This is an optimization exercise on Yosys and OpenROAD, whose aim is small area, not a production implementation.
The RTL was checked by simulation tests, not by an equivalence proof against the original design.
Power figures rest on the tool's default switching activity, not on a simulated workload.

==> flow/design.v <==
module game2048 (
    btnS, btnL, btnR, btnU, btnD, clk, RsRx, sw,      
    AN, SEG, RsTx                                    
);
input       btnS, btnL, btnR, btnU, btnD, clk, RsRx;
input [1:0] sw;
output [3:0] AN;
output [6:0] SEG;
output      RsTx;
reg [1:0] arst_ff;
always @(posedge clk or posedge btnS)
    if (btnS) arst_ff <= 2'b11;
    else      arst_ff <= {1'b0, arst_ff[1]};
wire rst = arst_ff[0];
wire        pU, pD, pL, pR, tick, scan;
wire [63:0] bd;
wire [3:0]  mx;
wire        s_merge, s_output, busy;
g2048_timers timers (
    .clk(clk), .rst(rst), .btnU(btnU), .btnD(btnD), .btnL(btnL), .btnR(btnR),
    .pU(pU), .pD(pD), .pL(pL), .pR(pR), .tick(tick), .scan(scan));
g2048_board board (
    .clk(clk), .rst(rst), .pU(pU), .pD(pD), .pL(pL), .pR(pR), .tick(tick), .sw0(sw[0]),
    .bd(bd), .mx(mx), .s_merge(s_merge), .s_output(s_output));
g2048_display display (
    .clk(clk), .rst(rst), .scan(scan), .mx(mx), .AN(AN), .SEG(SEG));
g2048_frames frames (
    .clk(clk), .rst(rst), .bd(bd), .s_merge(s_merge), .s_output(s_output), .tx(RsTx));
endmodule
module g2048_timers (
    input clk, input rst, input btnU, input btnD, input btnL, input btnR,
    output pU, output pD, output pL, output pR, output tick, output scan);
function [12:0] lfsr13;
    input [12:0] s;
    lfsr13 = {s[11:0], s[12] ^ s[3] ^ s[2] ^ s[0]};
endfunction
reg [12:0] dv_lfsr;
wire clk_en = &dv_lfsr;      
always @(posedge clk)
    if (rst)         dv_lfsr <= 13'h1566;
    else if (clk_en) dv_lfsr <= 13'h0acc;
    else             dv_lfsr <= lfsr13(dv_lfsr);
reg [2:0] step_d_L, step_d_R, step_d_U, step_d_D;
always @(posedge clk)
    if (rst) begin
        step_d_L <= 0; step_d_R <= 0; step_d_U <= 0; step_d_D <= 0;
    end else if (clk_en) begin
        step_d_L <= {btnL, step_d_L[2:1]};
        step_d_R <= {btnR, step_d_R[2:1]};
        step_d_U <= {btnU, step_d_U[2:1]};
        step_d_D <= {btnD, step_d_D[2:1]};
    end
assign pL = ~step_d_L[0] & step_d_L[1];
assign pR = ~step_d_R[0] & step_d_R[1];
assign pU = ~step_d_U[0] & step_d_U[1];
assign pD = ~step_d_D[0] & step_d_D[1];
reg [12:0] tick_lfsr;
assign tick = &tick_lfsr;    
always @(posedge clk)
    if (rst)       tick_lfsr <= 13'h160a;
    else if (tick) tick_lfsr <= 13'h057d;
    else           tick_lfsr <= lfsr13(tick_lfsr);
reg [12:0] scan_lfsr;
assign scan = &scan_lfsr;    
always @(posedge clk)
    if (rst)       scan_lfsr <= 13'h0cf8;
    else if (scan) scan_lfsr <= 13'h0bd1;
    else           scan_lfsr <= lfsr13(scan_lfsr);
endmodule
module g2048_board (
    input clk, input rst, input pU, input pD, input pL, input pR, input tick, input sw0,
    output reg [63:0] bd,        
    output reg [3:0] mx,         
    output s_merge, output s_output);
localparam S_init = 3'd0, S_merge = 3'd1, S_shift = 3'd2, S_gen = 3'd3, S_output = 3'd4;
reg [2:0] state;
reg       ur;            
reg       bfull;         
assign s_merge  = (state == S_merge);
assign s_output = (state == S_output);
wire anybtn = pL | pR | pU | pD;
wire vert = pU | pD;
wire rev  = pU ? 1'b0 : pD ? 1'b1 : pL ? 1'b0 : 1'b1;
function [15:0] line_move;
    input [15:0] x;
    input rev;
    input mrg;           
    reg [3:0] xa, xb, xc, xd;
    reg [3:0] a, b, c, d;
    reg za, zb, zc, zd, eab, ebc, ecd, eac, ebd, ead, m0, mb;
    reg [3:0] s0, s1, s2, s3;    
    reg [3:0] inc;               
    reg [3:0] o0, o1, o2, o3;
    begin
        a = rev ? x[15:12] : x[3:0];
        b = rev ? x[11:8]  : x[7:4];
        c = rev ? x[7:4]   : x[11:8];
        d = rev ? x[3:0]   : x[15:12];
        za = a == 0; zb = b == 0; zc = c == 0; zd = d == 0;
        eab = a == b; ebc = b == c; ecd = c == d; eac = a == c; ebd = b == d; ead = a == d;
        m0 = eab | (zb & (eac | (zc & ead)));        
        mb = ebc | (zc & ebd);                       
        if (mrg) begin
            s0 = 4'b0001;
            s1 = m0 ? {eac & ~eab, eab, 1'b0, 1'b0} : 4'b0010;
            s2 = m0 ? {eab & ~ecd, 3'b000} : mb ? {ebc, 3'b000} : 4'b0100;
            s3 = {~m0 & ~mb & ~ecd, 3'b000};
            inc = {1'b0, ~m0 & ~mb & ecd & ~zc, m0 ? (eab & ecd & ~zc) : (mb & ~zb), m0 & ~za};
        end else begin
            s0 = {za & zb & zc, za & zb & ~zc, za & ~zb, ~za};
            s1 = {(za & zb & ~zc) | (za & ~zb & zc) | (~za & zb & zc), (za ^ zb) & ~zc, ~za & ~zb, 1'b0};
            s2 = {(~za & ~zb & zc) | (~za & zb & ~zc) | (za & ~zb & ~zc), ~za & ~zb & ~zc, 2'b00};
            s3 = {~za & ~zb & ~zc, 3'b000};
            inc = 4'b0000;
        end
        o0 = (({4{s0[0]}} & a) | ({4{s0[1]}} & b) | ({4{s0[2]}} & c) | ({4{s0[3]}} & d)) + {3'd0, inc[0]};
        o1 = (({4{s1[0]}} & a) | ({4{s1[1]}} & b) | ({4{s1[2]}} & c) | ({4{s1[3]}} & d)) + {3'd0, inc[1]};
        o2 = (({4{s2[0]}} & a) | ({4{s2[1]}} & b) | ({4{s2[2]}} & c) | ({4{s2[3]}} & d)) + {3'd0, inc[2]};
        o3 = (({4{s3[0]}} & a) | ({4{s3[1]}} & b) | ({4{s3[2]}} & c) | ({4{s3[3]}} & d)) + {3'd0, inc[3]};
        line_move = rev ? {o0, o1, o2, o3} : {o3, o2, o1, o0};
    end
endfunction
reg [63:0] lines_in, lines_out, moved;
integer j, p;
always @(*) begin
    for (j = 0; j < 4; j = j + 1)
        for (p = 0; p < 4; p = p + 1)
            lines_in[16*j + 4*p +: 4] = vert ? bd[4*(p*4 + j) +: 4] : bd[4*(j*4 + p) +: 4];
    for (j = 0; j < 4; j = j + 1)
        lines_out[16*j +: 16] = line_move(lines_in[16*j +: 16], rev, s_merge);
    for (j = 0; j < 4; j = j + 1)
        for (p = 0; p < 4; p = p + 1)
            moved[4*(j*4 + p) +: 4] = vert ? lines_out[16*p + 4*j +: 4] : lines_out[16*j + 4*p +: 4];
end
reg [15:0] empty;
integer e;
always @(*)
    for (e = 0; e < 16; e = e + 1)
        empty[e] = (bd[4*e +: 4] == 4'd0);
wire win  = (mx == 4'd11);
wire full = ~|empty;
wire lose = full & bfull;
localparam [63:0] RU_ORDER = {4'd12, 4'd13, 4'd8, 4'd14, 4'd9, 4'd4, 4'd15, 4'd10,
                              4'd5, 4'd0, 4'd11, 4'd6, 4'd1, 4'd7, 4'd2, 4'd3};
wire use_ld = ~(sw0 ^ ur);
reg [15:0] place;
reg        found_ru, found_ld;
integer g;
always @(*) begin
    place = 16'd0;
    found_ru = 1'b0;
    found_ld = 1'b0;
    for (g = 0; g < 16; g = g + 1) begin
        if (!use_ld && empty[RU_ORDER[4*g +: 4]] && !found_ru) place[RU_ORDER[4*g +: 4]] = 1'b1;
        if (empty[RU_ORDER[4*g +: 4]]) found_ru = 1'b1;
        if (use_ld && empty[RU_ORDER[4*(15-g) +: 4]] && !found_ld) place[RU_ORDER[4*(15-g) +: 4]] = 1'b1;
        if (empty[RU_ORDER[4*(15-g) +: 4]]) found_ld = 1'b1;
    end
end
always @(posedge clk)
    if (rst) begin
        state <= S_gen;
        ur    <= 1'b0;
    end else if (state == S_output)
        state <= S_init;
    else if (state == S_init) begin
        if (anybtn & tick & ~lose & ~win) begin
            state <= S_merge;
            ur    <= pU | pR;
        end
    end else
        state <= state + 3'd1;
integer t;
always @(posedge clk)
    if (rst) begin
        bd    <= 64'd0;
        bfull <= 1'b0;
    end else begin
        case (state)
        S_merge: if (anybtn) bd <= moved;
        S_shift: if (anybtn) begin bd <= moved; bfull <= full; end
        S_gen:   if (~win) for (t = 0; t < 16; t = t + 1) if (place[t]) bd[4*t] <= 1'b1;
        default: ;
        endcase
    end
reg [15:0] cand;
integer m, bi;
always @(*) begin
    cand = 16'hffff;
    for (bi = 3; bi >= 0; bi = bi - 1) begin
        mx[bi] = 1'b0;
        for (m = 0; m < 16; m = m + 1)
            mx[bi] = mx[bi] | (cand[m] & bd[4*m + bi]);
        for (m = 0; m < 16; m = m + 1)
            cand[m] = cand[m] & (bd[4*m + bi] | ~mx[bi]);
    end
end
endmodule
module g2048_display (
    input clk, input rst, input scan, input [3:0] mx,
    output reg [3:0] AN, output reg [6:0] SEG);
reg [1:0] LED_counter;
always @(posedge clk)
    if (rst)       LED_counter <= 2'd0;
    else if (scan) LED_counter <= LED_counter + 2'd1;
always @(*) begin
    case (LED_counter)
    2'd0: AN = 4'b1110;
    2'd1: AN = 4'b1101;
    2'd2: AN = 4'b1011;
    default: AN = 4'b0111;
    endcase
    case (LED_counter)
    2'd0:    
        case (mx)
        4'd11, 4'd7, 4'd3: SEG = 7'b0000000;
        4'd10, 4'd6, 4'd2: SEG = 7'b0011001;
        4'd9, 4'd5, 4'd1:  SEG = 7'b0100100;
        4'd8, 4'd4:        SEG = 7'b0000010;
        default:           SEG = 7'b0000110;
        endcase
    2'd1:    
        case (mx)
        4'd11: SEG = 7'b0011001;
        4'd10: SEG = 7'b0100100;
        4'd9:  SEG = 7'b1111001;
        4'd8:  SEG = 7'b0010010;
        4'd7:  SEG = 7'b0100100;
        4'd6:  SEG = 7'b0000010;
        4'd5:  SEG = 7'b0110000;
        4'd4:  SEG = 7'b1111001;
        4'd3, 4'd2, 4'd1: SEG = 7'b1111111;
        default: SEG = 7'b0010010;
        endcase
    2'd2:    
        case (mx)
        4'd11, 4'd10: SEG = 7'b1000000;
        4'd9:  SEG = 7'b0010010;
        4'd8:  SEG = 7'b0100100;
        4'd7:  SEG = 7'b1111001;
        4'd6, 4'd5, 4'd4, 4'd3, 4'd2, 4'd1: SEG = 7'b1111111;
        default: SEG = 7'b1000000;
        endcase
    default:     
        case (mx)
        4'd11: SEG = 7'b0100100;
        4'd10: SEG = 7'b1111001;
        4'd9, 4'd8, 4'd7, 4'd6, 4'd5, 4'd4, 4'd3, 4'd2, 4'd1: SEG = 7'b1111111;
        default: SEG = 7'b1000111;
        endcase
    endcase
end
endmodule
module g2048_frames (
    input clk, input rst, input [63:0] bd, input s_merge, input s_output,
    output tx);
reg  [7:0] wrem;         
reg  [7:0] fcnt;         
reg  [5:0] q;            
wire busy   = |wrem;
wire ffull  = &fcnt;
wire fempty = ~|fcnt;
wire stb    = s_output & ~busy;
wire wr     = busy & ~ffull;
wire rd     = ~fempty & (q == 6'd0);
always @(posedge clk)
    if (rst) begin
        wrem <= 8'd0;
        fcnt <= 8'd0;
    end else begin
        if (stb)     wrem <= 8'd175;
        else if (wr) wrem <= wrem - 8'd1;
        fcnt <= fcnt + {7'd0, wr} - {7'd0, rd};
    end
reg        bf;           
reg [63:0] snap_x;       
reg [63:0] snap_y;       
reg [1:0]  dloc;         
wire copy = s_merge & bf;
always @(posedge clk)
    if (rst)       bf <= 1'b0;
    else if (stb)  bf <= 1'b1;
    else if (copy) bf <= 1'b0;
always @(posedge clk)
    if (copy) begin
        snap_x <= bd;
        snap_y <= snap_x;
    end
reg [3:0] rtop;          
reg [1:0] rf;            
reg [2:0] rp;            
wire frame_end = (rtop == 4'd15) & (rp == 3'd5);
always @(posedge clk)
    if (rst) begin
        rtop <= 4'd15;
        rf   <= 2'd3;
        rp   <= 3'd5;
    end else if (rd) begin
        if (!rtop[3]) rtop <= rtop + 4'd1;
        else if (rp == 3'd5) begin
            rtop <= frame_end ? 4'd1 : rtop + 4'd1;
            rf <= 2'd0;
            rp <= 3'd0;
        end else if (rp == 3'd4 && rf != 2'd3) begin
            rf <= rf + 2'd1;
            rp <= 3'd0;
        end else
            rp <= rp + 3'd1;
    end
always @(posedge clk)
    if (rst) dloc <= 2'd0;
    else     dloc <= dloc + {1'b0, copy} - {1'b0, rd & frame_end};
wire [1:0] trow = rtop[2:1];
reg  [3:0] tile;
always @(*) begin
    if (dloc[1])           tile = bd[4*({trow, rf}) +: 4];
    else if (dloc == 2'd0) tile = snap_x[4*({trow, rf}) +: 4];
    else                   tile = snap_y[4*({trow, rf}) +: 4];
end
function [7:0] digit;
    input [3:0] t;
    input [1:0] pos;
    begin
        digit = " ";
        case (pos)
        2'd0: case (t)
              4'd11: digit = "2";
              4'd10: digit = "1";
              default: ;
              endcase
        2'd1: case (t)
              4'd11, 4'd10: digit = "0";
              4'd9: digit = "5";
              4'd8: digit = "2";
              4'd7, 4'd4: digit = "1";
              4'd6: digit = "6";
              4'd5: digit = "3";
              default: ;
              endcase
        2'd2: case (t)
              4'd11, 4'd6, 4'd2: digit = "4";
              4'd10, 4'd7, 4'd5, 4'd1: digit = "2";
              4'd9: digit = "1";
              4'd8: digit = "5";
              4'd4: digit = "6";
              4'd3: digit = "8";
              default: ;
              endcase
        default: case (t)
              4'd11, 4'd7: digit = "8";
              4'd10: digit = "4";
              4'd9: digit = "2";
              4'd8: digit = "6";
              default: ;
              endcase
        endcase
    end
endfunction
reg [7:0] ch;
always @(*) begin
    if (!rtop[3])
        case (rtop[2:0])
        3'd1, 3'd5: ch = 8'd27;
        3'd2, 3'd6: ch = "[";
        3'd3:       ch = "2";
        3'd4:       ch = "J";
        default:    ch = "H";
        endcase
    else if (rtop[2:0] == 3'd7)
        ch = 8'd0;
    else if (rp == 3'd5)
        ch = "\r";
    else if (rp == 3'd4)
        ch = (rf == 2'd3) ? "\n" : (rtop[0] ? "+" : "|");
    else
        ch = rtop[0] ? "-" : digit(tile, rp[1:0]);
end
always @(posedge clk)
    if (rst) q <= 6'd0;
    else if (rd) q <= 6'd3;
    else if (q == 6'd47) q <= 6'd0;
    else if (q != 6'd0) q <= q + 6'd1;
reg txb;
always @(*)
    case (q[5:2])
    4'd1: txb = 1'b0;
    4'd2: txb = ch[0];
    4'd3: txb = ch[1];
    4'd4: txb = ch[2];
    4'd5: txb = ch[3];
    4'd6: txb = ch[4];
    4'd7: txb = ch[5];
    4'd8: txb = ch[6];
    4'd9: txb = ch[7];
    default: txb = 1'b1;
    endcase
assign tx = txb;
endmodule
==> flow/flow/run.sh <==
#!/bin/bash
# Own layout flow: the standard flow (standard.sh) with one change to synthesis: the
# technology mapping (Yosys's abc pass) uses an area-oriented ABC script (flow/area.abc)
# instead of ORFS's.  Everything else, including flip-flop mapping, flattening and register
# naming, is the standard synthesis (synth_recipe.tcl).
set -euo pipefail
W=$PWD
cat > "$W/synth_area.tcl" <<EOT
proc abc {args} {
  set i [lsearch -exact \$args -script]
  if {\$i >= 0} { set args [lreplace \$args [expr {\$i + 1}] [expr {\$i + 1}] {$W/flow/area.abc}] }
  puts "abc (area script): \$args"
  yosys abc {*}\$args
}
source {$W/synth_recipe.tcl}
EOT
sed "s|SYNTH_SCRIPT=[^ ]*|SYNTH_SCRIPT=$W/synth_area.tcl|" standard.sh > "$W/standard_area.sh"
grep -q "SYNTH_SCRIPT=$W/synth_area.tcl" "$W/standard_area.sh"
bash "$W/standard_area.sh" finish > "$W/flow_make.log" 2>&1
test -s "$W/out/final.def"
==> flow/flow/area.abc <==
strash
&get -n
&deepsyn -T 10
&put
&get -n
&dch -f
&nf -a -R 1000 -F 20 -A 20
&put
==> flow/standard.sh <==
#!/bin/bash
# synth_recipe.tcl (not shown) runs the flow's synth.tcl, then flattens the netlist and writes it again
# the make line also repeats each setting of config.mk as NAME=value (left out here)
make -C /OpenROAD-flow-scripts/flow DESIGN_CONFIG=/design/flow/config.mk WORK_HOME=/design/flow/orfs CLKGATE_MAP_FILE= SYNTH_SCRIPT=/design/flow/synth_recipe.tcl "${@:-finish}"
==> flow/config.mk <==
export PLATFORM = sky130hd
export DESIGN_NAME = game2048
export DESIGN_NICKNAME = game2048
export VERILOG_FILES = /design/flow/design.v
export SDC_FILE = /design/flow/constraint.sdc
export NUM_CORES = 8
export LEC_CHECK = 0
export ABC_AREA = 1
export CAP_MARGIN = 10
export CORE_MARGIN = 2
export CORE_UTILIZATION = 50
export CTS_BUF_LIST = sky130_fd_sc_hd__clkbuf_8
export CTS_CLUSTER_DIAMETER = 80
export CTS_CLUSTER_SIZE = 12
export GPL_TIMING_DRIVEN = 0
export SLEW_MARGIN = 10
==> flow/constraint.sdc <==
create_clock -name core_clock -period 10.0 [get_ports {clk}]
set_input_delay 2.0000 -clock core_clock [delete_from_list [all_inputs] [get_ports {clk}]]
set_output_delay 2.0000 -clock core_clock [all_outputs]
set_load 0.01 [all_outputs]
==> Flow_metrics.wiki, run 1 <==
{| class="wikitable"
! Metric !! Value
|-
| Fraction of final layout cells with drive strength greater than 1 || 0.03418
|-
| Number of buffers inserted to repair setup after CTS || 0
|-
| VDD IR-drop max || 0.09532 mV
|-
| Post-detailed-route count of antenna-violating nets || 0
|-
| Count of filler cells inserted in the layout || 3,342
|-
| Post-DP HPWL || 43,060 µm
|-
| First-pass GRT wire length || 95,160 µm
|-
| Run status || timing/DRC/antenna clean
|-
| Final Instance Count excl. Fillers || 2,633
|-
| Dominant cell by count in the synthesized netlist || nand2_1
|-
| Final Hold Violating Endpoints || 0
|-
| Max Buffers Root-to-Sink || 3
|-
| Vias in the first global route || 16.57k
|-
| Area share of the leading cell type in the synthesized netlist || 0.2100
|-
| Utilization after layout || 0.5509
|-
| Syn avg cell area || 8.789 µm²
|-
| Post-synthesis instance total || 2,083
|-
| WP data required || 8000 ps
|-
| Post-synthesis instance area || 18,310 µm²
|-
| Vias post-DR || 17.67k
|-
| Crit Path Category || reg -> out
|-
| F_max || 109.0 MHz
|-
| Sum of overflow across all layers after global routing || 0
|-
| Number of nets in the final layout || 2,256
|-
| DRC Markers || 0
|-
| FF-to-FF End || board.bd[37]
|-
| Port Buf Inserts || 18
|-
| Effective utilization at floorplan || 0.5037
|-
| Power consumption || 3.550 mW
|-
| Syn_nets || 2,191
|-
| Maximum fanout encountered on the critical timing path || 38
|-
| Final count of negative-setup-slack endpoints || 0
|-
| Die width || 195.4 µm
|-
| Routability cong. || 0.9645
|-
| Largest net degree at the start of global routing || 76
|-
| Die Outline Area || 38,160 µm²
|-
| Yosys top cell by area || edfxtp_1
|-
| DIE HEIGHT || 195.4 µm
|-
| Kind of path behind the tightest hold check || reg -> reg
|-
| Number of placement rows || 70
|-
| Instance area after placement || 19,520 µm²
|-
| Post-CTS Hold Fix Bufs || 0
|-
| Setup crit end kind || output port
|-
| Worst skew pair latency || 660 ps
|-
| Startpoint of the worst setup timing path || board.bd[35]
|-
| Std-Cell Core Area || 36,350 µm²
|-
| Flop-to-flop setup slack || 3120 ps
|-
| Maximum Capacitance Violations || 0
|-
| Total I/O pin count || 21
|-
| Register clock-pin slew on the reported worst setup and hold paths || 90 ps
|-
| PD cells || 177.3 nW/µm²
|-
| Average detailed-routed wire length per instance || 23.12 µm
|-
| Area taken by flip-flops and latches || 7024 µm²
|-
| Signal arrival time at the worst endpoint || 7170 ps
|-
| Final Cell Area || 20,030 µm²
|-
| Setup repair after global routing missed its margin || false
|-
| Worst-margin pin slew || 1245 ps
|-
| Antenna violations before repair || 0
|-
| Skew final || 69.53 ps
|-
| Combined global-route utilization of all metal layers || 0.3150
|-
| Worst reg2reg path startpoint || timers.step_d_U[0]
|-
| Relative slew slack || 0.1669
|-
| R2R cell count || 20
|-
| Cts bufs inserted || 28
|-
| Final Max Slew Viols || 0
|-
| Number of antenna repair diodes || 0
|-
| Count of H-tree levels built during CTS || 1
|-
| Aggregate routed wire length || 60,880 µm
|-
| Portion of the clock cycle consumed by the worst path in the final layout || 0.9170
|-
| Number of gates resized after CTS || 0
|-
| Proportion of synthesized flip-flops having asynchronous set or reset || 0.006993
|-
| Multi-input combinational cell area || 11,020 µm²
|-
| Drt first pass iters || 10
|-
| Lkg Pwr || 7.335 nW
|-
| Iteration-0 DRC Markers || 2,190
|-
| CP startpoint kind || register
|-
| Clock tree from TritonCTS || done
|-
| Synth cell count leaders || nand2_1, nor2_1, a21oi_1, dfxtp_1, o21ai_0
|-
| Cells after DPL || 2,586
|-
| Sequential share of the synthesized area || 0.3834
|-
| Flop and latch count out of synthesis || 286
|-
| Root cell of the clock tree || clkbuf_8
|-
| Clock sinks || 286
|-
| Count of synthesis-stage warnings from yosys || 5
|-
| Post-layout minimum cycle time || 9170 ps
|-
| Detailed-route vias per instance || 6.712
|-
| Area added between synthesis and finish || 9.384%
|-
| Library cells used by synthesis || 62
|-
| Top area cells in the synthesized netlist || edfxtp_1, dfxtp_1, ha_1
|-
| End point of the critical path || SEG[2]
|-
| Dominant synthesized flop cell || dfxtp_1
|-
| Post-synth EDFFs || 128
|}
==> where the power goes <==
part | switching (mW) | leakage (nW) | internal [mW]
clock network | 0.414 | 0.308 | 0.291
registers | 0.147 | 2.55 | 1.30
logic | 0.880 | 4.48 | 0.522
total | 1.44 | 7.34 | 2.11
==> worst min path at each step <==
| stage | cells after the start | end | slack, ps | start |
|---|---|---|---|---|
| finish | 0 | arst_ff[0] | 360 | arst_ff[1] |
| global route | 0 | arst_ff[0] | 370 | arst_ff[1] |
| CTS | 0 | arst_ff[0] | 360 | arst_ff[1] |
| detailed placement | 0 | arst_ff[0] | 350 | arst_ff[1] |
| global placement | 0 | arst_ff[0] | 350 | arst_ff[1] |
| floorplan | 0 | arst_ff[0] | 350 | arst_ff[1] |
==> layout make-up <==
class                           count  share of cell area
Multi-Input combinational cell   1695              0.5503
Sequential cell                   286              0.3508
Tap cell                          468             0.02924
Timing Repair Buffer               35             0.02524
Clock buffer                       32             0.02199
Inverter                          102             0.01912
Clock inverter                     15            0.003311
==> stage by stage <==
stage,setup TNS (ps),hold WS [ps],worst slack [ps]
after floorplan,0,345.2,911.8
after global placement,-54110,346.4,-2478
after detailed placement,0,349.8,1636
after CTS,0,364.1,951.3
after global routing,0,365.7,337.4
final,0,362.3,829.5
==> placed cells by master, fill, tap and decap left out, types with 28 or more instances in the layout <==
cell,instances
a21oi_1,163
edfxtp_1,128
a222oi_1,56
ha_1,98
clkinv_1,102
mux2i_1,49
nor4_1,36
o22ai_1,28
clkbuf_8,32
xor2_1,50
nand3_1,58
nor2_1,203
nor3_1,38
o21ai_0,136
dfxtp_1,155
o221ai_1,42
xnor2_1,78
nand4_1,32
a22o_1,28
a22oi_1,52
nand2_1,240
==> critical path, stage by stage (launching register included) <==
cell and delay [ps]:
dfxtp_1 870, nor3_1 100, nand4_1 310, nor2_4 140, buf_12 220, o21ai_0 190, nand4_1 110, nor3_1 360
a21boi_4 450, buf_16 230, o22a_1 190, nand2_1 70, and4_1 190, nand4_1 120, nor4_2 110, nor2_1 100
o22a_1 160, o221ai_1 110, nor3_1 630, ha_1 440, ha_1 220, nand2_1 70, a22o_1 230, o21ai_0 100
a21oi_1 100, a2bb2oi_1 130, clkdlybuf4s50_1 550
==> sequential cells by signal, indices dropped and copies added (netlist names), 3 cells and up <==
name	cells
board.bd	64
board.state	3
frames.fcnt	8
frames.q	6
frames.rp	3
frames.rtop	4
frames.snap_x	64
frames.snap_y	64
frames.wrem	8
timers.dv_lfsr	13
timers.scan_lfsr	13
timers.step_d_D	3
timers.step_d_L	3
timers.step_d_R	3
timers.step_d_U	3
timers.tick_lfsr	13
==> layer usage <==
metal / up-vias / wire, µm / track usage
li1: 8146 / - / -
met1: 8403 / 25320 / 0.4239
met2: 960 / 27790 / 0.5089
met3: 163 / 5556 / 0.05060
met4: 0 / 2206 / 0.1241
met5: - / 0 / 0
==> logic make-up (layout without fill, tap and decap cells) <==
family,after synthesis,count (layout),share of synthesized area
AO/OA/AOI/OAI,676,676,0.2521
XOR/XNOR,128,128,0.06124
adder cells (fa/ha/maj),100,100,0.06862
buffers and inverters,102,184,0.02091
flip-flops,286,286,0.3834
multiplexers,50,50,0.02741
other,1,1,0.0002048
AND/OR/NAND/NOR,740,740,0.1861
==> run 2: changes to the inputs <==
==> flow/flow/area.abc (replaced) <==
strash
&get -n
&deepsyn -T 10
&put
&get -n
&dch -f
&nf -a
&put
--- a/flow/config.mk
+++ b/flow/config.mk
@@ -13,3 +13,3 @@
 export CTS_CLUSTER_DIAMETER = 80
-export CTS_CLUSTER_SIZE = 12
+export CTS_CLUSTER_SIZE = 15
 export GPL_TIMING_DRIVEN = 0
==> run 2 against run 1 <==
Against the previous run:
- count of clock-buffer cells in the layout down 5
- fmax down 2.3%
- sequential share of layout area fell by 1.4 points
- cell count grew 3.2%
- global-route usage increased by 2.6 points
- routed wire length grew 11%
- area after synthesis up 3.8%
- core utilization is 0.36 points higher
- setup slack got worse by 210 ps
- combinational power up 4%
- first-iteration DRC count decreased by 2.3%
- highest routed layer unchanged
- still clean
==> Flow_metrics.wiki, run 2 <==
{| class="wikitable"
! Metric !! Value
|-
| DIE HEIGHT || 199.0 µm (was 195.4 µm)
|-
| Largest regs || board.bd (64), frames.snap_x (64), frames.snap_y (64) (unchanged)
|-
| Detailed-route vias per instance || 6.834 (was 6.712)
|-
| Portion of the clock cycle consumed by the worst path in the final layout || 0.9385 (was 0.9170)
|-
| Dominant synthesized flop cell || dfxtp_1 (unchanged)
|-
| R2R cell count || 15 (was 20)
|-
| Count of H-tree levels built during CTS || 1 (unchanged)
|-
| Setup crit end kind || output port (unchanged)
|-
| Detailed route wirelength on metal2 || 30,220 µm (was 27,790 µm)
|-
| Share of synthesized area spent on multiplexers || 0.03666 (was 0.02741)
|-
| Lkg Pwr || 7.477 nW (was 7.335 nW)
|-
| Aggregate negative setup slack || 0 ps (unchanged)
|-
| Register clock-pin slew on the reported worst setup and hold paths || 100 ps (was 90 ps)
|-
| Number of placement rows || 71 (was 70)
|-
| PD cells || 172.6 nW/µm² (was 177.3 nW/µm²)
|-
| Proportion of synthesized flip-flops having asynchronous set or reset || 0.006993 (unchanged)
|-
| Clock tree from TritonCTS || done (unchanged)
|-
| Syn avg cell area || 8.958 µm² (was 8.789 µm²)
|-
| Utilization after layout || 0.5546 (was 0.5509)
|-
| Effective utilization at floorplan || 0.5059 (was 0.5037)
|-
| Flop-to-flop setup slack || 3560 ps (was 3120 ps)
|-
| Wire length on met3 || 6566 µm (was 5556 µm)
|-
| Maximum Capacitance Violations || 0 (unchanged)
|-
| Routability cong. || 1.004 (was 0.9645)
|-
| Number of buffers inserted to repair setup after CTS || 0 (unchanged)
|-
| Worst skew pair latency || 620 ps (was 660 ps)
|-
| Sum of overflow across all layers after global routing || 0 (unchanged)
|-
| Kind of path behind the tightest hold check || reg -> reg (unchanged)
|-
| Yosys top cell by area || edfxtp_1 (unchanged)
|-
| Drt first pass iters || 9 (was 10)
|-
| Crit Path Category || reg -> out (unchanged)
|-
| Compound-Gate Fraction of Synth Area || 0.2511 (was 0.2521)
|-
| Clock sinks || 286 (unchanged)
|-
| FF-to-FF End || board.bd[38] (was board.bd[37])
|-
| Final Hold Violating Endpoints || 0 (unchanged)
|-
| Worst-case hold path end point || arst_ff[0] (unchanged)
|-
| Syn_nets || 2,230 (was 2,191)
|-
| Worst reg2reg path startpoint || timers.step_d_D[0] (was timers.step_d_U[0])
|-
| Flop and latch count out of synthesis || 286 (unchanged)
|-
| Adder and majority gate portion of the synthesized area || 0.06556 (was 0.06862)
|-
| Most common library cell in the layout ignoring fill and taps || nand2_1 (unchanged)
|-
| Vias in the first global route || 17.50k (was 16.57k)
|-
| Top area cells in the synthesized netlist || edfxtp_1, dfxtp_1, ha_1 (unchanged)
|-
| Final Max Slew Viols || 0 (unchanged)
|-
| Worst-margin pin slew || 1316 ps (was 1245 ps)
|-
| Die width || 199.0 µm (was 195.4 µm)
|-
| Largest net degree at the start of global routing || 81 (was 76)
|-
| Topmost layer with routed signal wires || met4 (unchanged)
|-
| Count of filler cells inserted in the layout || 3,512 (was 3,342)
|-
| Fraction of final layout cells with drive strength greater than 1 || 0.03902 (was 0.03418)
|-
| Most frequent cells in the layout || nand2_1, nor2_1, dfxtp_1 (was nand2_1, nor2_1, a21oi_1)
|-
| Iteration-0 DRC Markers || 2,140 (was 2,190)
|-
| Signal arrival time at the worst endpoint || 7390 ps (was 7170 ps)
|-
| Combined global-route utilization of all metal layers || 0.3412 (was 0.3150)
|-
| First-pass GRT wire length || 103,800 µm (was 95,160 µm)
|-
| Aggregate routed wire length || 67,860 µm (was 60,880 µm)
|-
| Post-layout minimum cycle time || 9385 ps (was 9170 ps)
|-
| Post-synthesis share of cell area spent on and, or, nand and nor gates || 0.1994 (was 0.1861)
|-
| Multi-input combinational cell area || 11,730 µm² (was 11,020 µm²)
|-
| Die Outline Area || 39,600 µm² (was 38,160 µm²)
|-
| Relative slew slack || 0.1194 (was 0.1669)
|-
| Number of nets in the final layout || 2,297 (was 2,256)
|-
| Post-DP HPWL || 48,490 µm (was 43,060 µm)
|-
| Post-synth EDFFs || 128 (unchanged)
|-
| Port Buf Inserts || 18 (unchanged)
|-
| Average detailed-routed wire length per instance || 24.99 µm (was 23.12 µm)
|-
| Post-synthesis instance total || 2,122 (was 2,083)
|-
| Hold Path Cell Cnt || 0 (unchanged)
|-
| Max Buffers Root-to-Sink || 3 (unchanged)
|-
| DRC Markers || 0 (unchanged)
|-
| VDD IR-drop max || 0.1366 mV (was 0.09532 mV)
|-
| Run status || timing/DRC/antenna clean (unchanged)
|-
| Vias post-DR || 18.56k (was 17.67k)
|-
| Post-detailed-route count of antenna-violating nets || 0 (unchanged)
|-
| Count of synthesis-stage warnings from yosys || 5 (unchanged)
|-
| Maximum fanout encountered on the critical timing path || 15 (was 38)
|-
| Power consumption || 3.596 mW (was 3.550 mW)
|-
| Hold path start || arst_ff[1] (unchanged)
|-
| Post-synthesis instance area || 19,010 µm² (was 18,310 µm²)
|-
| Dominant cell by count in the synthesized netlist || nand2_1 (unchanged)
|-
| Library cells used by synthesis || 69 (was 62)
|-
| Dominant combinational cell family by area after synthesis || compound AO/OA/AOI/OAI gates (unchanged)
|-
| Skew final || 27.15 ps (was 69.53 ps)
|-
| Antenna violations before repair || 1 (was 0)
|-
| WP data required || 8000 ps (about the same)
|-
| WL met1 || 27,460 µm (was 25,320 µm)
|-
| Synth cell count leaders || nand2_1, nor2_1, dfxtp_1, a21oi_1, edfxtp_1 (was nand2_1, nor2_1, a21oi_1, dfxtp_1, o21ai_0)
|-
| Sequential share of the synthesized area || 0.3692 (was 0.3834)
|-
| Std-Cell Core Area || 37,580 µm² (was 36,350 µm²)
|-
| Area share of the leading cell type in the synthesized netlist || 0.2022 (was 0.2100)
|-
| Root cell of the clock tree || clkbuf_8 (unchanged)
|-
| Fraction of synthesized cell area in xor and xnor cells || 0.05851 (was 0.06124)
|-
| Final count of negative-setup-slack endpoints || 0 (unchanged)
|-
| Setup repair after global routing missed its margin || false (unchanged)
|-
| Cts bufs inserted || 24 (was 28)
|-
| Total I/O pin count || 21 (unchanged)
|-
| Area taken by flip-flops and latches || 7024 µm² (unchanged)
|-
| CP startpoint kind || register (unchanged)
|-
| F_max || 106.6 MHz (was 109.0 MHz)
|-
| Worst slack on hold paths || 364.0 ps (was 362.3 ps)
|-
| Area added between synthesis and finish || 9.629% (was 9.384%)
|}
run 2: cell count changes after synthesis, moves of 24 or more:
cell / change
nand2_1: -43
nor2_1: -33
o221ai_1: -25
a21oi_1: -31
nand3_1: +24
o21ai_0: -24
run 2: repair_timing:
action / in CTS / in global routing
endpoints found under the setup margin: 0 / 5
gates resized for setup: 0 / 2
hold buffers: 0 / 0
run 2: cell families (layout without fill, tap and decap cells):
family,after synthesis,in the layout
AND/OR/NAND/NOR,770,770
AO/OA/AOI/OAI,683,683
flip-flops,286,286
XOR/XNOR,127,127
adder cells (fa/ha/maj),99,99
buffers and inverters,98,180
multiplexers,58,58
other,1,2
run 2: area by class of cell:
type,instances,area share
Timing Repair Buffer,41,0.02936
Antenna cell,1,0.0001201
Inverter,98,0.01765
Clock inverter,14,0.004443
Tap cell,511,0.03068
Multi-Input combinational cell,1738,0.5629
Clock buffer,27,0.01783
Sequential cell,286,0.3371
run 2: per-layer routing:
metal	vias up	global-route usage
met5	-	0
met4	0	0.1669
met3	229	0.06341
met2	1006	0.5363
met1	8884	0.4514
li1	8442	-
run 2: per-stage QoR:
| stage | setup WS [ps] | cells | cell area (µm²) |
|---|---|---|---|
| floorplan | 1678 | 2122 | 19010 |
| global placement | -2643 | 2651 | 19830 |
| detailed placement | 1176 | 2674 | 20360 |
| CTS | 472.2 | 2715 | 20820 |
| global route | 118.3 | 2715 | 20840 |
| finish | 614.7 | 2716 | 20840 |
run 2: critical path: stages, from the launching register on:
cell             delay, ps
dfxtp_1                570
nor4_1                 370
nand4_1                410
nor2_2                 450
buf_4                  280
o21ai_0                150
nand3_2                340
or3_1                  330
clkinv_1               390
o221ai_1               370
nand4_1                190
nor3_2                 180
buf_4                  230
o21ai_0                 90
o2111a_1               270
nand4b_1               200
clkinv_1               170
ha_1                   290
ha_1                   270
o21ai_0                180
nor2_1                 100
a31oi_1                260
a31o_1                 140
clkdlybuf4s50_1        540
run 2: where the power goes:
group,switching [mW],internal [mW],total [mW]
sequential,0.167,1.30,1.46
clock,0.405,0.277,0.683
combinational,0.895,0.556,1.45
run 2: worst max path at each step:
stage | from | to | slack, ps | cells past startpoint
finish | board.bd[55] | SEG[5] | 610 | 23
global route | board.bd[55] | SEG[5] | 120 | 23
CTS | board.bd[11] | SEG[5] | 470 | 23
detailed placement | board.bd[11] | SEG[5] | 1180 | 23
global placement | timers.step_d_D[1] | board.bd[50] | -2640 | 14
floorplan | timers.step_d_D[1] | board.bd[35] | 1680 | 15
==> run 3: changes to the inputs <==
--- a/flow/design.v
+++ b/flow/design.v
@@ -16,2 +16,3 @@
 wire [63:0] bd;
+wire        bd_rot;
 wire [3:0]  mx;
@@ -23,3 +24,3 @@
     .clk(clk), .rst(rst), .pU(pU), .pD(pD), .pL(pL), .pR(pR), .tick(tick), .sw0(sw[0]),
-    .bd(bd), .mx(mx), .s_merge(s_merge), .s_output(s_output));
+    .bd(bd), .bd_rot(bd_rot), .mx(mx), .s_merge(s_merge), .s_output(s_output));
 g2048_display display (
@@ -27,3 +28,4 @@
 g2048_frames frames (
-    .clk(clk), .rst(rst), .bd(bd), .s_merge(s_merge), .s_output(s_output), .tx(RsTx));
+    .clk(clk), .rst(rst), .bd(bd), .bd_rot(bd_rot), .s_merge(s_merge), .s_output(s_output),
+    .tx(RsTx));
 endmodule
@@ -72,2 +74,3 @@
     output reg [63:0] bd,        
+    output reg bd_rot,           
     output reg [3:0] mx,         
@@ -79,32 +82,33 @@
 assign s_merge  = (state == S_merge);
+wire   s_shift  = (state == S_shift);
 assign s_output = (state == S_output);
 wire anybtn = pL | pR | pU | pD;
-wire vert = pU | pD;
-wire rev  = pU ? 1'b0 : pD ? 1'b1 : pL ? 1'b0 : 1'b1;
+wire move = (s_merge | s_shift) & anybtn;
+wire vert = move & (pU | pD);
+wire down_right = pU ? 1'b0 : pD ? 1'b1 : pL ? 1'b0 : 1'b1;
+wire rot  = move & (bd_rot ^ down_right);
 function [15:0] line_move;
     input [15:0] x;
-    input rev;
     input mrg;           
-    reg [3:0] xa, xb, xc, xd;
-    reg [3:0] a, b, c, d;
-    reg za, zb, zc, zd, eab, ebc, ecd, eac, ebd, ead, m0, mb;
+    input sft;           
+    reg [3:0] a, b, c, d, nz1, nz2;
+    reg za, zb, zc, ecd, m0, mb;
     reg [3:0] s0, s1, s2, s3;    
-    reg [3:0] inc;               
+    reg [3:0] inc;
     reg [3:0] o0, o1, o2, o3;
     begin
-        a = rev ? x[15:12] : x[3:0];
-        b = rev ? x[11:8]  : x[7:4];
-        c = rev ? x[7:4]   : x[11:8];
-        d = rev ? x[3:0]   : x[15:12];
-        za = a == 0; zb = b == 0; zc = c == 0; zd = d == 0;
-        eab = a == b; ebc = b == c; ecd = c == d; eac = a == c; ebd = b == d; ead = a == d;
-        m0 = eab | (zb & (eac | (zc & ead)));        
-        mb = ebc | (zc & ebd);                       
+        a = x[3:0]; b = x[7:4]; c = x[11:8]; d = x[15:12];
+        za = a == 0; zb = b == 0; zc = c == 0;
+        nz1 = ~zb ? b : ~zc ? c : d;
+        nz2 = ~zc ? c : d;
+        ecd = c == d;
+        m0 = (a == nz1) | (za & zb);                 
+        mb = (b == nz2) | (zb & zc);                 
         if (mrg) begin
             s0 = 4'b0001;
-            s1 = m0 ? {eac & ~eab, eab, 1'b0, 1'b0} : 4'b0010;
-            s2 = m0 ? {eab & ~ecd, 3'b000} : mb ? {ebc, 3'b000} : 4'b0100;
+            s1 = m0 ? {zb & ~za & ~zc, ~zb | za, 1'b0, 1'b0} : 4'b0010;
+            s2 = m0 ? {(~zb | za) & ~ecd, 3'b000} : mb ? {~zc | zb, 3'b000} : 4'b0100;
             s3 = {~m0 & ~mb & ~ecd, 3'b000};
-            inc = {1'b0, ~m0 & ~mb & ecd & ~zc, m0 ? (eab & ecd & ~zc) : (mb & ~zb), m0 & ~za};
-        end else begin
+            inc = {1'b0, ~m0 & ~mb & ecd & ~zc, m0 ? ((~zb | za) & ecd & ~zc) : (mb & ~zb), m0 & ~za};
+        end else if (sft) begin
             s0 = {za & zb & zc, za & zb & ~zc, za & ~zb, ~za};
@@ -114,2 +118,5 @@
             inc = 4'b0000;
+        end else begin
+            s0 = 4'b0001; s1 = 4'b0010; s2 = 4'b0100; s3 = 4'b1000;
+            inc = 4'b0000;
         end
@@ -119,3 +126,3 @@
         o3 = (({4{s3[0]}} & a) | ({4{s3[1]}} & b) | ({4{s3[2]}} & c) | ({4{s3[3]}} & d)) + {3'd0, inc[3]};
-        line_move = rev ? {o0, o1, o2, o3} : {o3, o2, o1, o0};
+        line_move = {o3, o2, o1, o0};
     end
@@ -127,5 +134,10 @@
         for (p = 0; p < 4; p = p + 1)
-            lines_in[16*j + 4*p +: 4] = vert ? bd[4*(p*4 + j) +: 4] : bd[4*(j*4 + p) +: 4];
+            case ({vert, rot})
+            2'b00: lines_in[16*j + 4*p +: 4] = bd[4*(j*4 + p) +: 4];
+            2'b01: lines_in[16*j + 4*p +: 4] = bd[4*(15 - (j*4 + p)) +: 4];
+            2'b10: lines_in[16*j + 4*p +: 4] = bd[4*(p*4 + j) +: 4];
+            default: lines_in[16*j + 4*p +: 4] = bd[4*(15 - (p*4 + j)) +: 4];
+            endcase
     for (j = 0; j < 4; j = j + 1)
-        lines_out[16*j +: 16] = line_move(lines_in[16*j +: 16], rev, s_merge);
+        lines_out[16*j +: 16] = line_move(lines_in[16*j +: 16], move & s_merge, move & s_shift);
     for (j = 0; j < 4; j = j + 1)
@@ -144,3 +156,3 @@
                               4'd5, 4'd0, 4'd11, 4'd6, 4'd1, 4'd7, 4'd2, 4'd3};
-wire use_ld = ~(sw0 ^ ur);
+wire use_ld = ~(sw0 ^ ur) ^ bd_rot;    
 reg [15:0] place;
@@ -175,11 +187,11 @@
     if (rst) begin
-        bd    <= 64'd0;
-        bfull <= 1'b0;
+        bd     <= 64'd0;
+        bd_rot <= 1'b0;
+        bfull  <= 1'b0;
     end else begin
-        case (state)
-        S_merge: if (anybtn) bd <= moved;
-        S_shift: if (anybtn) begin bd <= moved; bfull <= full; end
-        S_gen:   if (~win) for (t = 0; t < 16; t = t + 1) if (place[t]) bd[4*t] <= 1'b1;
-        default: ;
-        endcase
+        bd <= moved;
+        if (move) bd_rot <= down_right;
+        if (state == S_gen && ~win)
+            for (t = 0; t < 16; t = t + 1) if (place[t]) bd[4*t] <= 1'b1;
+        if (move & s_shift) bfull <= full;
     end
@@ -254,3 +266,3 @@
 module g2048_frames (
-    input clk, input rst, input [63:0] bd, input s_merge, input s_output,
+    input clk, input rst, input [63:0] bd, input bd_rot, input s_merge, input s_output,
     output tx);
@@ -277,2 +289,3 @@
 reg [63:0] snap_y;       
+reg        x_rot, y_rot;  
 reg [1:0]  dloc;         
@@ -287,2 +300,4 @@
         snap_y <= snap_x;
+        x_rot  <= bd_rot;
+        y_rot  <= x_rot;
     end
@@ -313,7 +328,9 @@
 wire [1:0] trow = rtop[2:1];
+wire       trot = dloc[1] ? bd_rot : dloc[0] ? y_rot : x_rot;
+wire [3:0] tidx = {trow, rf} ^ {4{trot}};
 reg  [3:0] tile;
 always @(*) begin
-    if (dloc[1])           tile = bd[4*({trow, rf}) +: 4];
-    else if (dloc == 2'd0) tile = snap_x[4*({trow, rf}) +: 4];
-    else                   tile = snap_y[4*({trow, rf}) +: 4];
+    if (dloc[1])           tile = bd[4*tidx +: 4];
+    else if (dloc == 2'd0) tile = snap_x[4*tidx +: 4];
+    else                   tile = snap_y[4*tidx +: 4];
 end
==> flow/flow/area.abc (replaced) <==
strash
&get -n
&deepsyn -T 10
&put
&get -n
&dch -f
&nf -a -R 1000 -F 20 -A 20
&put
--- a/flow/config.mk
+++ b/flow/config.mk
@@ -11,5 +11,5 @@
 export CORE_UTILIZATION = 50
-export CTS_BUF_LIST = sky130_fd_sc_hd__clkbuf_8
-export CTS_CLUSTER_DIAMETER = 80
-export CTS_CLUSTER_SIZE = 15
+export CTS_BUF_LIST = sky130_fd_sc_hd__clkbuf_16
+export CTS_CLUSTER_DIAMETER = 90
+export CTS_CLUSTER_SIZE = 22
 export GPL_TIMING_DRIVEN = 0
==> run 3 against run 2 <==
Against the previous run:
- area after synthesis down 12%
- synthesized cell count down 16%
- first-iteration DRC count down 0.33%
- routed wire length down 22%
- sequential share of layout area up 5.1 points
- die area down 12%
- via count down 18%
- critical path depth up 4
- fmax down 0.74%
- setup slack worse by 70 ps
- clock skew down 3.2 ps
- critical path type unchanged
==> Flow_metrics.wiki, run 3 <==
{| class="wikitable"
! Metric !! Value
|-
| Run status || timing/DRC/antenna clean (unchanged)
|-
| Portion of the clock cycle consumed by the worst path in the final layout || 0.9455 (was 0.9385)
|-
| WP data required || 8000 ps (about the same)
|-
| Syn avg cell area || 9.319 µm² (was 8.958 µm²)
|-
| Routability cong. || 0.9765 (was 1.004)
|-
| Root cell of the clock tree || clkbuf_16 (was clkbuf_8)
|-
| Library cells used by synthesis || 65 (was 69)
|-
| Post-synth EDFFs || 130 (was 128)
|-
| Count of H-tree levels built during CTS || 1 (unchanged)
|-
| Post-detailed-route count of antenna-violating nets || 0 (unchanged)
|-
| Final Hold Violating Endpoints || 0 (unchanged)
|-
| Fraction of final layout cells with drive strength greater than 1 || 0.03024 (was 0.03902)
|-
| Syn_nets || 1,904 (was 2,230)
|-
| Effective utilization at floorplan || 0.5104 (was 0.5059)
|-
| Detailed-route vias per instance || 6.623 (was 6.834)
|-
| Clock sinks || 289 (was 286)
|-
| Largest regs || board.bd (64), frames.snap_x (64), frames.snap_y (64) (unchanged)
|-
| Post-synthesis instance total || 1,791 (was 2,122)
|-
| Maximum Capacitance Violations || 0 (unchanged)
|-
| CP startpoint kind || register (unchanged)
|-
| Aggregate negative setup slack || 0 ps (unchanged)
|-
| Cts bufs inserted || 18 (was 24)
|-
| Count of filler cells inserted in the layout || 3,033 (was 3,512)
|-
| Post-DP HPWL || 37,690 µm (was 48,490 µm)
|-
| VDD IR-drop max || 0.3399 mV (was 0.1366 mV)
|-
| DIE HEIGHT || 186.7 µm (was 199.0 µm)
|-
| Dominant cell by count in the synthesized netlist || nor2_1 (was nand2_1)
|-
| Dominant synthesized flop cell || dfxtp_1 (unchanged)
|-
| Average detailed-routed wire length per instance || 23.14 µm (was 24.99 µm)
|-
| Most frequent cells in the layout || nor2_1, dfxtp_1, nand2_1 (was nand2_1, nor2_1, dfxtp_1)
|-
| Aggregate routed wire length || 53,090 µm (was 67,860 µm)
|-
| Antenna violations before repair || 0 (was 1)
|-
| Worst-margin pin slew || 1217 ps (was 1316 ps)
|-
| Setup slack of the critical path after layout || 545.1 ps (was 614.7 ps)
|-
| Area added between synthesis and finish || 9.649% (was 9.629%)
|-
| Clock tree from TritonCTS || done (unchanged)
|-
| Sequential share of the synthesized area || 0.4254 (was 0.3692)
|-
| Proportion of synthesized flip-flops having asynchronous set or reset || 0.006920 (was 0.006993)
|-
| Port Buf Inserts || 18 (unchanged)
|-
| Synth cell count leaders || nor2_1, dfxtp_1, nand2_1, edfxtp_1, o21ai_0 (was nand2_1, nor2_1, dfxtp_1, a21oi_1, edfxtp_1)
|-
| Top area cells in the synthesized netlist || edfxtp_1, dfxtp_1, ha_1 (unchanged)
|-
| Largest net degree at the start of global routing || 70 (was 81)
|-
| Post-Place Worst Slack || 606.7 ps (was 1176 ps)
|-
| Lkg Pwr || 6.564 nW (was 7.477 nW)
|-
| Register clock-pin slew on the reported worst setup and hold paths || 80 ps (was 100 ps)
|-
| Yosys top cell by area || edfxtp_1 (unchanged)
|-
| Iteration-0 DRC Markers || 2,133 (was 2,140)
|-
| Number of nets in the final layout || 1,953 (was 2,297)
|-
| PD cells || 205.4 nW/µm² (was 172.6 nW/µm²)
|-
| Skew final || 23.91 ps (was 27.15 ps)
|-
| Maximum fanout encountered on the critical timing path || 25 (was 15)
|-
| Total I/O pin count || 21 (unchanged)
|-
| Setup repair after global routing missed its margin || false (unchanged)
|-
| Number of placement rows || 66 (was 71)
|-
| Signal arrival time at the worst endpoint || 7450 ps (was 7390 ps)
|-
| Std-Cell Core Area || 32,700 µm² (was 37,580 µm²)
|-
| Die width || 186.7 µm (was 199.0 µm)
|-
| Relative slew slack || 0.1889 (was 0.1194)
|-
| Combined global-route utilization of all metal layers || 0.2945 (was 0.3412)
|-
| Flop and latch count out of synthesis || 289 (was 286)
|-
| Worst slack on hold paths || 359.0 ps (was 364.0 ps)
|-
| Final Max Slew Viols || 0 (unchanged)
|-
| Number of buffers inserted to repair setup after CTS || 0 (unchanged)
|-
| Worst skew pair latency || 530 ps (was 620 ps)
|-
| Final count of negative-setup-slack endpoints || 0 (unchanged)
|-
| Die Outline Area || 34,860 µm² (was 39,600 µm²)
|-
| Setup crit end kind || output port (unchanged)
|-
| Max Buffers Root-to-Sink || 3 (unchanged)
|-
| Drt first pass iters || 10 (was 9)
|-
| Kind of path behind the tightest hold check || reg -> reg (unchanged)
|-
| Area share of the leading cell type in the synthesized netlist || 0.2339 (was 0.2022)
|-
| F_max || 105.8 MHz (was 106.6 MHz)
|-
| Count of synthesis-stage warnings from yosys || 5 (unchanged)
|-
| Crit Path Category || reg -> out (unchanged)
|-
| Number of antenna repair diodes || 0 (was 1)
|-
| Vias post-DR || 15.19k (was 18.56k)
|-
| First-pass GRT wire length || 81,850 µm (was 103,800 µm)
|-
| Sum of overflow across all layers after global routing || 0 (unchanged)
|-
| Post-layout minimum cycle time || 9455 ps (was 9385 ps)
|-
| DRC Markers || 0 (unchanged)
|-
| Vias in the first global route || 14.33k (was 17.50k)
|-
| Utilization after layout || 0.5596 (was 0.5546)
|-
| Post-synthesis instance area || 16,690 µm² (was 19,010 µm²)
|-
| Most common library cell in the layout ignoring fill and taps || nor2_1 (was nand2_1)
|}
[run 3: final cells by class]
type,instances,area [µm²],share of cell area
Tap cell,442,553.0,0.03022
Clock buffer,20,500.5,0.02735
Multi-Input combinational cell,1415,9344,0.5106
Inverter,87,326.6,0.01784
Clock inverter,12,70.07,0.003829
Timing Repair Buffer,29,401.6,0.02195
Sequential cell,289,7104,0.3882
[run 3: worst paths after layout]
kind	from	to	slack [ps]	depth (start not counted)
min in group asynchronous	btnS	arst_ff[1]	1820	2
max in group asynchronous	btnS	arst_ff[1]	8160	2
max	board.bd[59]	SEG[1]	550	27
min reg2reg	arst_ff[1]	arst_ff[0]	360	0
min	arst_ff[1]	arst_ff[0]	360	0
max reg2reg	timers.step_d_R[1]	board.bd[46]	1350	26
[run 3: repair_timing]
item	CTS	global route
hold endpoints to repair	0	0
setup endpoints to repair	0	5
hold buffers	0	0
resized for setup	0	3
[run 3: per-layer routing]
metal / vias to the layer above / global-route usage / wire (µm)
met5: - / 0 / 0
met4: 0 / 0.09890 / 1859
met3: 141 / 0.04119 / 4799
met2: 775 / 0.4781 / 24010
met1: 7215 / 0.4049 / 22420
li1: 7063 / - / -
[run 3: power breakdown]
part           internal (mW)  total (mW)  switching [mW]
Sequential              1.30        1.42           0.113
Clock                  0.370       0.791           0.421
Combinational          0.548        1.55            1.00
[run 3: critical path: stages (launching register included)]
cell             delay (ps)
dfxtp_1                 770
nor4_1                  150
nand4_1                 200
nor2_4                  100
buf_8                   200
clkinv_1                210
a31oi_1                  70
a2111oi_0               670
a21boi_4                520
buf_16                  220
o221ai_1                160
nand4_1                 170
a2111oi_0                70
nand2_1                 120
a21o_1                  330
clkinv_1                330
o211ai_1                230
o21ai_0                 100
nor2_1                  100
nand4_1                 290
clkinv_1                180
ha_1                    300
ha_1                    240
o31ai_1                  90
a22o_1                  210
and4_1                  180
a31oi_1                 140
clkdlybuf4s50_1         570
[run 3: metrics by stage]
step | instance area, µm² | std cells | total power [mW]
after floorplan | 16690 | 1791 | 2.506
after global placement | 17420 | 2251 | 2.954
after detailed placement | 17700 | 2262 | 2.978
after CTS | 18270 | 2294 | 3.766
after global routing | 18300 | 2294 | 4.010
final | 18300 | 2294 | 3.759
[run 3: logic make-up (layout without fill, tap and decap cells)]
kind of cell | after synthesis | count (layout) | synth area share
multiplexers | 35 | 35 | 0.02129
XOR/XNOR | 90 | 90 | 0.04723
flip-flops | 289 | 289 | 0.4254
other | 1 | 1 | 0.0002247
adder cells (fa/ha/maj) | 104 | 104 | 0.07842
AND/OR/NAND/NOR | 604 | 604 | 0.1708
buffers and inverters | 87 | 148 | 0.01957
AO/OA/AOI/OAI | 581 | 581 | 0.2371
==> run 4: changes to the inputs <==
--- a/flow/config.mk
+++ b/flow/config.mk
@@ -11,5 +11,5 @@
 export CORE_UTILIZATION = 50
-export CTS_BUF_LIST = sky130_fd_sc_hd__clkbuf_16
-export CTS_CLUSTER_DIAMETER = 90
-export CTS_CLUSTER_SIZE = 22
+export CTS_BUF_LIST = sky130_fd_sc_hd__clkbuf_8
+export CTS_CLUSTER_DIAMETER = 80
+export CTS_CLUSTER_SIZE = 12
 export GPL_TIMING_DRIVEN = 0
==> run 4 against run 3 <==
Against the previous run:
- core utilization decreased by 0.81 points
- setup slack gained 120 ps
- highest routed layer unchanged
- combinational power grew 17%
- global-route usage increased by 0.59 points
- synthesized cell count is 1.5% higher
- critical path type unchanged
==> Flow_metrics.wiki, run 4 <==
{| class="wikitable"
! Metric !! Value
|-
| Run status || timing/DRC/antenna clean (unchanged)
|-
| Iteration-0 DRC Markers || 1,783 (was 2,133)
|-
| Total I/O pin count || 21 (unchanged)
|-
| Sequential share of the synthesized area || 0.4216 (was 0.4254)
|-
| Number of nets in the final layout || 1,993 (was 1,953)
|-
| Utilization after layout || 0.5515 (was 0.5596)
|-
| Final Instance Count excl. Fillers || 2,342 (was 2,294)
|-
| Most common library cell in the layout ignoring fill and taps || nor2_1 (unchanged)
|-
| Post-synthesis instance total || 1,817 (was 1,791)
|-
| Kind of path behind the tightest hold check || reg -> reg (unchanged)
|-
| Final Hold Violating Endpoints || 0 (unchanged)
|-
| GR met2 Demand/Resource || 0.4893 (was 0.4781)
|-
| Setup repair after global routing missed its margin || false (unchanged)
|-
| Final Max Slew Viols || 0 (unchanged)
|-
| Cells after DPL || 2,296 (was 2,262)
|-
| Count of synthesis-stage warnings from yosys || 5 (unchanged)
|-
| Detailed-route vias per instance || 6.527 (was 6.623)
|-
| Setup crit end kind || output port (unchanged)
|-
| Crit Path Category || reg -> out (unchanged)
|-
| Effective utilization at floorplan || 0.5047 (was 0.5104)
|-
| Max Buffers Root-to-Sink || 3 (unchanged)
|-
| GRT busiest layer || met2 (unchanged)
|-
| Fraction of final layout cells with drive strength greater than 1 || 0.03485 (was 0.03024)
|-
| Worst reg2reg path startpoint || timers.step_d_R[1] (unchanged)
|-
| Worst-margin pin slew || 1208 ps (was 1217 ps)
|-
| Root cell of the clock tree || clkbuf_8 (was clkbuf_16)
|-
| Synth cell count leaders || nor2_1, dfxtp_1, o21ai_0, nand2_1, edfxtp_1 (was nor2_1, dfxtp_1, nand2_1, edfxtp_1, o21ai_0)
|-
| Area share of the leading cell type in the synthesized netlist || 0.2318 (was 0.2339)
|-
| Worst skew pair latency || 630 ps (was 530 ps)
|-
| Vias post-DR || 15.29k (was 15.19k)
|-
| Aggregate routed wire length || 54,230 µm (was 53,090 µm)
|-
| Lkg Pwr || 6.496 nW (was 6.564 nW)
|-
| Port Buf Inserts || 18 (unchanged)
|-
| Post-layout minimum cycle time || 9331 ps (was 9455 ps)
|-
| Combined global-route utilization of all metal layers || 0.3004 (was 0.2945)
|-
| Relative slew slack || 0.1945 (was 0.1889)
|-
| Aggregate negative setup slack || 0 ps (unchanged)
|-
| R2R cell count || 26 (unchanged)
|-
| Post-detailed-route count of antenna-violating nets || 0 (unchanged)
|-
| Number of placement rows || 67 (was 66)
|-
| Clock sinks || 289 (unchanged)
|-
| Top area cells in the synthesized netlist || edfxtp_1, dfxtp_1, ha_1 (unchanged)
|-
| Startpoint of the worst setup timing path || board.bd[11] (was board.bd[59])
|-
| Dominant cell by count in the synthesized netlist || nor2_1 (unchanged)
|-
| Post-DP HPWL || 38,580 µm (was 37,690 µm)
|-
| Post-CTS Hold Fix Bufs || 0 (unchanged)
|-
| DRC Markers || 0 (unchanged)
|-
| VDD IR-drop max || 0.1878 mV (was 0.3399 mV)
|-
| Final count of negative-setup-slack endpoints || 0 (unchanged)
|-
| Register clock-pin slew on the reported worst setup and hold paths || 80 ps (about the same)
|-
| Worst slack on hold paths || 366.4 ps (was 359.0 ps)
|-
| F_max || 107.2 MHz (was 105.8 MHz)
|-
| Std-Cell Core Area || 33,360 µm² (was 32,700 µm²)
|-
| Signal arrival time at the worst endpoint || 7330 ps (was 7450 ps)
|-
| Syn_nets || 1,930 (was 1,904)
|-
| Antenna violations before repair || 0 (unchanged)
|-
| Skew final || 48.91 ps (was 23.91 ps)
|-
| DIE HEIGHT || 187.5 µm (was 186.7 µm)
|-
| Syn avg cell area || 9.267 µm² (was 9.319 µm²)
|-
| Post-synthesis instance area || 16,840 µm² (was 16,690 µm²)
|-
| Library cells used by synthesis || 60 (was 65)
|-
| Vias in the first global route || 14.23k (was 14.33k)
|-
| Sum of overflow across all layers after global routing || 0 (unchanged)
|-
| Global routing met1 resource utilization || 0.4110 (was 0.4049)
|-
| Average detailed-routed wire length per instance || 23.15 µm (was 23.14 µm)
|-
| Routability cong. || 0.9483 (was 0.9765)
|-
| Portion of the clock cycle consumed by the worst path in the final layout || 0.9331 (was 0.9455)
|-
| CP startpoint kind || register (unchanged)
|-
| Proportion of synthesized flip-flops having asynchronous set or reset || 0.006920 (unchanged)
|-
| Maximum fanout encountered on the critical timing path || 28 (was 25)
|-
| Largest regs || board.bd (64), frames.snap_x (64), frames.snap_y (64) (unchanged)
|-
| Number of buffers inserted to repair setup after CTS || 0 (unchanged)
|-
| FF-to-FF End || board.bd[58] (was board.bd[46])
|-
| Post-synth EDFFs || 130 (unchanged)
|-
| Clock tree from TritonCTS || done (unchanged)
|-
| Die Outline Area || 35,160 µm² (was 34,860 µm²)
|-
| First-pass GRT wire length || 83,050 µm (was 81,850 µm)
|-
| Cts bufs inserted || 28 (was 18)
|-
| Flop and latch count out of synthesis || 289 (unchanged)
|-
| Die width || 187.5 µm (was 186.7 µm)
|-
| Area added between synthesis and finish || 9.281% (was 9.649%)
|-
| End point of the critical path || SEG[1] (unchanged)
|-
| Yosys top cell by area || edfxtp_1 (unchanged)
|-
| PD cells || 211.3 nW/µm² (was 205.4 nW/µm²)
|-
| Maximum Capacitance Violations || 0 (unchanged)
|-
| Power consumption || 3.888 mW (was 3.759 mW)
|-
| Drt first pass iters || 10 (unchanged)
|-
| Met3 demand-to-capacity share in global routing || 0.04417 (was 0.04119)
|-
| Most frequent cells in the layout || nor2_1, o21ai_0, dfxtp_1 (was nor2_1, dfxtp_1, nand2_1)
|-
| Count of H-tree levels built during CTS || 1 (unchanged)
|-
| Number of antenna repair diodes || 0 (unchanged)
|-
| Flop-to-flop setup slack || 1440 ps (was 1350 ps)
|-
| WP data required || 8000 ps (about the same)
|-
| Largest net degree at the start of global routing || 86 (was 70)
|-
| Dominant synthesized flop cell || dfxtp_1 (unchanged)
|}
[run 4: cell count changes after synthesis, sizes merged, moves of 9 or more]
cell,before,now
o21ai,121,156
a21oi,109,128
xor2,52,37
xnor2,38,52
nand2,146,134
nor2,185,174
o22ai,67,58
[run 4: what timing repair did]
action / 4_1_cts / 5_1_grt
setup endpoints to repair: 1 / 4
gates cloned: 0 / 1
pin swaps: 0 / 1
gates resized for setup: 1 / 7
[run 4: power breakdown]
| part | switching (mW) | leakage [nW] | internal [mW] | total (mW) |
|---|---|---|---|---|
| Sequential | 0.103 | 2.55 | 1.30 | 1.40 |
| Combinational | 1.16 | 3.66 | 0.644 | 1.81 |
| Clock | 0.411 | 0.289 | 0.266 | 0.678 |
| Total | 1.68 | 6.50 | 2.21 | 3.89 |
[run 4: layout make-up]
cell class	instances	area, µm²
Clock inverter	15	63.81
Clock buffer	29	399.1
Inverter	85	319.1
Sequential cell	289	7104
Fill cell	3166	14960
Tap cell	448	560.5
Multi-Input combinational cell	1444	9513
Timing Repair Buffer	32	440.4
[run 4: logic make-up (layout without fill, tap and decap cells)]
logic type               count (synthesis)  count (layout)  synth area share
AO/OA/AOI/OAI                          620             620            0.2447
other                                    1               1         0.0002227
adder cells (fa/ha/maj)                104             104           0.07773
XOR/XNOR                                89              89           0.04630
AND/OR/NAND/NOR                        597             598            0.1711
buffers and inverters                   85             161           0.01895
multiplexers                            32              32           0.01939
flip-flops                             289             289            0.4216
[run 4: worst min path at each step]
stage,from,endpoint,depth (start not counted)
floorplan,arst_ff[1],arst_ff[0],0
global placement,arst_ff[1],arst_ff[0],0
detailed placement,arst_ff[1],arst_ff[0],0
CTS,arst_ff[1],arst_ff[0],0
global route,arst_ff[1],arst_ff[0],0
finish,arst_ff[1],arst_ff[0],0
[run 4: worst max-delay path, cell delays in order, from the launching register on]
cell             delay [ps]
dfxtp_1                 560
nor4_1                  370
nand4_1                 360
nor2_4                  520
o21ai_0                 150
nand4_1                 130
nor3_1                  110
a21boi_4                210
buf_16                  220
o221ai_1                230
o21ai_0                 130
or3_1                   390
nor4_2                  310
buf_4                   250
clkinv_1                260
a21oi_1                 200
nor4_1                   70
o21ai_0                 110
or3_1                   270
clkinv_1                170
ha_1                    300
ha_1                    250
o31ai_1                 250
a22o_1                  170
and3_1                  150
a32oi_1                  60
clkdlybuf4s50_1         520
[run 4: stage by stage]
stage / setup slack, ps / cell area, µm²
floorplan: 852.9 / 16840
global placement: -2084 / 17580
detailed placement: 536.4 / 17900
CTS: 61.09 / 18370
global route: 62.30 / 18400
finish: 669.1 / 18400
[run 4: metal layers]
layer  vias up  wire (µm)
met5         -          0
met4         0       1969
met3       131       4274
met2       637      24600
met1      7310      23390
li1       7209          -

static timing again, ports no longer ideal:
In the flow no input, the clock included, has a driving cell. The finished layouts below were timed again as built, in two steps. Step 1, drivers: a clkbuf_16 drives clk and a buf_2 each remaining input, both assumed. Step 2 moves the port delays by t, midway between the first and last clock arrival at a register: inputs arrive t later, outputs are due t later. That takes back most of the time a late clock gives input paths. a / b / c = ideal ports / drivers / drivers and shift; a / b = the first two.
run | t, ns | setup WS [ns] | worst data-port slew with drivers (ns)
run 1 | 0.668 | 0.830 / 0.781 / 1.450 | 0.04
run 2 | 0.661 | 0.615 / 0.558 / 1.219 | 0.03
run 3 | 0.574 | 0.545 / 0.489 / 1.063 | 0.03
run 4 | 0.655 | 0.669 / 0.620 / 1.276 | 0.05
After both steps every run listed still meets setup and hold.
